This design comes from an exercise in tuning for small area on the open sky130 flow, not from production work.
Function was checked by simulation only, so behaviour that the tests miss may differ from the original.

// fir_filter
module fir_filter #(
    parameter  INPUT_SIGNAL = 8,
    parameter  CO_EFF_WIDTH = 8,
    parameter  OUTPUT_SIGNAL = 16,
    parameter  TAPS          = 7
) (
    input clk_i,
    input rst_n_i,
    input en_i,
    input signed [INPUT_SIGNAL-1:0] noisy_sig_i,
    output reg signed [OUTPUT_SIGNAL-1:0] filtered_res_o
);
Size: roughly 330 cells after synthesis, roughly 64 flip-flops, about 4100 µm² of cells after synthesis.
clock: 7.0 ns
lec_check: 0
abc_area: 0
cap_margin: 20
core_margin: 2
core_utilization: 60
cts_buf_list: sky130_fd_sc_hd__clkbuf_4
cts_cluster_size: 32
slew_margin: 20
synth_hierarchical: 1
synth_minimum_keep_size: 0
run.sh (not shown) runs the stock make flow with config.mk's settings and CLKGATE_MAP_FILE= SYNTH_SCRIPT=/design/flow/synth_recipe.tcl, a recipe that flattens the netlist after the stock synthesis.
Then changed:
Settings changed: CORE_UTILIZATION 60 to 40, CTS_BUF_LIST sky130_fd_sc_hd__clkbuf_4 to not set, CTS_CLUSTER_SIZE 32 to not set.
Effect: Fmax came out lower by 0.75%; critical path depth is unchanged; register-to-register slack stays flat; count of clock-buffer cells in the layout does not change; non-clock buffer count stays the same.

---

Another version of the RTL of fir_filter (not shown whole).
Size in the first run: ~64 flip-flops, about 27 I/O pins, roughly 0.0040 mm^2 of cells after synthesis.
Settings: LEC_CHECK=0, ABC_AREA=0, CAP_MARGIN=5, CORE_MARGIN=2, CORE_UTILIZATION=70, SLEW_MARGIN=5, SYNTH_HIERARCHICAL=1, SYNTH_MINIMUM_KEEP_SIZE=0; clock period 7.0 ns.
standard.sh (not shown) runs the stock make flow with config.mk's settings and CLKGATE_MAP_FILE= SYNTH_SCRIPT=/design/flow/synth_recipe.tcl, a recipe that flattens the netlist after the stock synthesis.
==> flow/flow/run.sh <==
#!/bin/bash
# The standard layout (the standard.sh, all ORFS steps), with two changes:
# the port buffers are the smallest buffer cell, and the clock tree is built
# from small clock buffers without dummy loads.
set -euo pipefail
export BUFFER_PORTS_ARGS="-buffer_cell sky130_fd_sc_hd__buf_1"
export CTS_ARGS="-sink_clustering_enable -repair_clock_nets -buf_list sky130_fd_sc_hd__clkbuf_4 -dont_use_dummy_load"
bash standard.sh > standard.log 2>&1
Then changed:
Settings changed: CAP_MARGIN 5 to 20, SLEW_MARGIN 5 to 20.
After rerunning: Core utilization is unchanged. Area after synthesis is unchanged. Critical path depth is unchanged. Register-to-register slack hardly moves. Clock skew stays the same. Non-clock buffer count stays the same. Wire length is unchanged.

---

## v30
Another version of the RTL of fir_filter (not shown whole).
Size in the first run: roughly 64 flip-flops, ~27 I/O pins, about 4000 sq um of cells after synthesis.
==> flow/design.v (excerpt) <==
module fir_filter #(
    parameter  INPUT_SIGNAL = 8,
    parameter  CO_EFF_WIDTH = 8,
    parameter  OUTPUT_SIGNAL = 16,
    parameter  TAPS          = 7
) (
    input clk_i,
    input rst_n_i,
    input en_i,
    input signed [INPUT_SIGNAL-1:0] noisy_sig_i,
    output reg signed [OUTPUT_SIGNAL-1:0] filtered_res_o
);
Settings: LEC_CHECK=0, ABC_AREA=0, CAP_MARGIN=20, CORE_MARGIN=2, CORE_UTILIZATION=80, SLEW_MARGIN=20, SYNTH_HIERARCHICAL=1, SYNTH_MINIMUM_KEEP_SIZE=0; clock period 7.0 ns.
Scripts as last shown in full above: flow/flow/run.sh
Edits applied to the flow inputs when going from v30 to v28:
# v30
export LEC_CHECK = 0
export ABC_AREA = 0
export CAP_MARGIN = 20
export CORE_MARGIN = 2
export CORE_UTILIZATION = 80
export SLEW_MARGIN = 20
export SYNTH_HIERARCHICAL = 1
export SYNTH_MINIMUM_KEEP_SIZE = 0
create_clock -name core_clock -period 7.0 [get_ports {clk_i}]
# v28
export LEC_CHECK = 0
export ABC_AREA = 0
export CAP_MARGIN = 20
export CORE_MARGIN = 2
export CORE_UTILIZATION = 70
export GPL_ROUTABILITY_DRIVEN = 0
export GPL_TIMING_DRIVEN = 0
export SLEW_MARGIN = 20
export SYNTH_HIERARCHICAL = 1
export SYNTH_MINIMUM_KEEP_SIZE = 0
create_clock -name core_clock -period 7.0 [get_ports {clk_i}]
Results
v28 did not stop at any stage, and its layout met the timing, design-rule and antenna checks.
Summary of the comparison: area growth from synthesis to layout is higher in v28, relative to v30.
v30 → v28: wire length of the first global-routing pass fell 8.7%, final cell area excluding filler cells rose 34 sq um, worst setup slack rose 0.22 ns, number of fill cells rose 144.
The following lists how v3 was set up differently from v28:
# v28
export LEC_CHECK = 0
export ABC_AREA = 0
export CAP_MARGIN = 20
export CORE_MARGIN = 2
export CORE_UTILIZATION = 70
export GPL_ROUTABILITY_DRIVEN = 0
export GPL_TIMING_DRIVEN = 0
export SLEW_MARGIN = 20
export SYNTH_HIERARCHICAL = 1
export SYNTH_MINIMUM_KEEP_SIZE = 0
create_clock -name core_clock -period 7.0 [get_ports {clk_i}]
# v3
export LEC_CHECK = 0
export ABC_AREA = 0
export CAP_MARGIN = 20
export CORE_MARGIN = 2
export CORE_UTILIZATION = 70
export SLEW_MARGIN = 20
export SYNTH_HIERARCHICAL = 1
export SYNTH_MINIMUM_KEEP_SIZE = 0
create_clock -name core_clock -period 7.0 [get_ports {clk_i}]
==> comparison <==
- v3 finished every step from synthesis to the final layout, and the layout passed the timing, design-rule and antenna checks.
- Global-route usage: v28 vs v3 — no meaningful difference
- Re worst hold margin: v28 and v3 aren't equal, and the lower value belongs to v3.
- As far as number of violations of the max-capacitance limit goes, v28 and v3 are indistinguishable; the numbers are identical.
- v3 ends up with a final setup skew that is 0.0031 ns higher than in v28.

-- separate check: timing with driven ports --
The results above use ideal ports. As a check the final layouts listed here were re-extracted and re-timed, cells and wires unchanged.
Step 1, drivers: a clkbuf_16 drives clk_i and a buf_2 each remaining input, both assumed.
Step 2 moves the port delays by t, midway between the first and last clock arrival at a register: inputs arrive t later, outputs are due t later. That takes back most of the time a late clock gives input paths.
a / b / c = ideal ports / drivers / drivers and shift; a / b = the first two.
| run | shift t [ns] | slack for setup (ns) | cell pins on the clock port's net |
|---|---|---|---|
| the first run of note 1 | 0.438 | 0.730 / 0.738 / 0.300 | 1 |
| the second run of note 1 | 0.381 | 0.683 / 0.685 / 0.304 | 1 |
| the first run of note 2 | 0.429 | 0.342 / 0.342 / 0.342 | 1 |
| the second run of note 2 | 0.429 | 0.342 / 0.342 / 0.342 | 1 |
| v30 | 0.413 | 0.235 / 0.235 / 0.235 | 1 |
| v28 | 0.422 | 0.452 / 0.452 / 0.452 | 1 |
| v3 | 0.413 | 0.407 / 0.407 / 0.407 | 1 |
After both steps setup and hold are still met in every run listed. For the first run of note 1, which loses most, drivers alone change the setup slack by +0.008 ns; drivers and shift together by -0.430 ns.
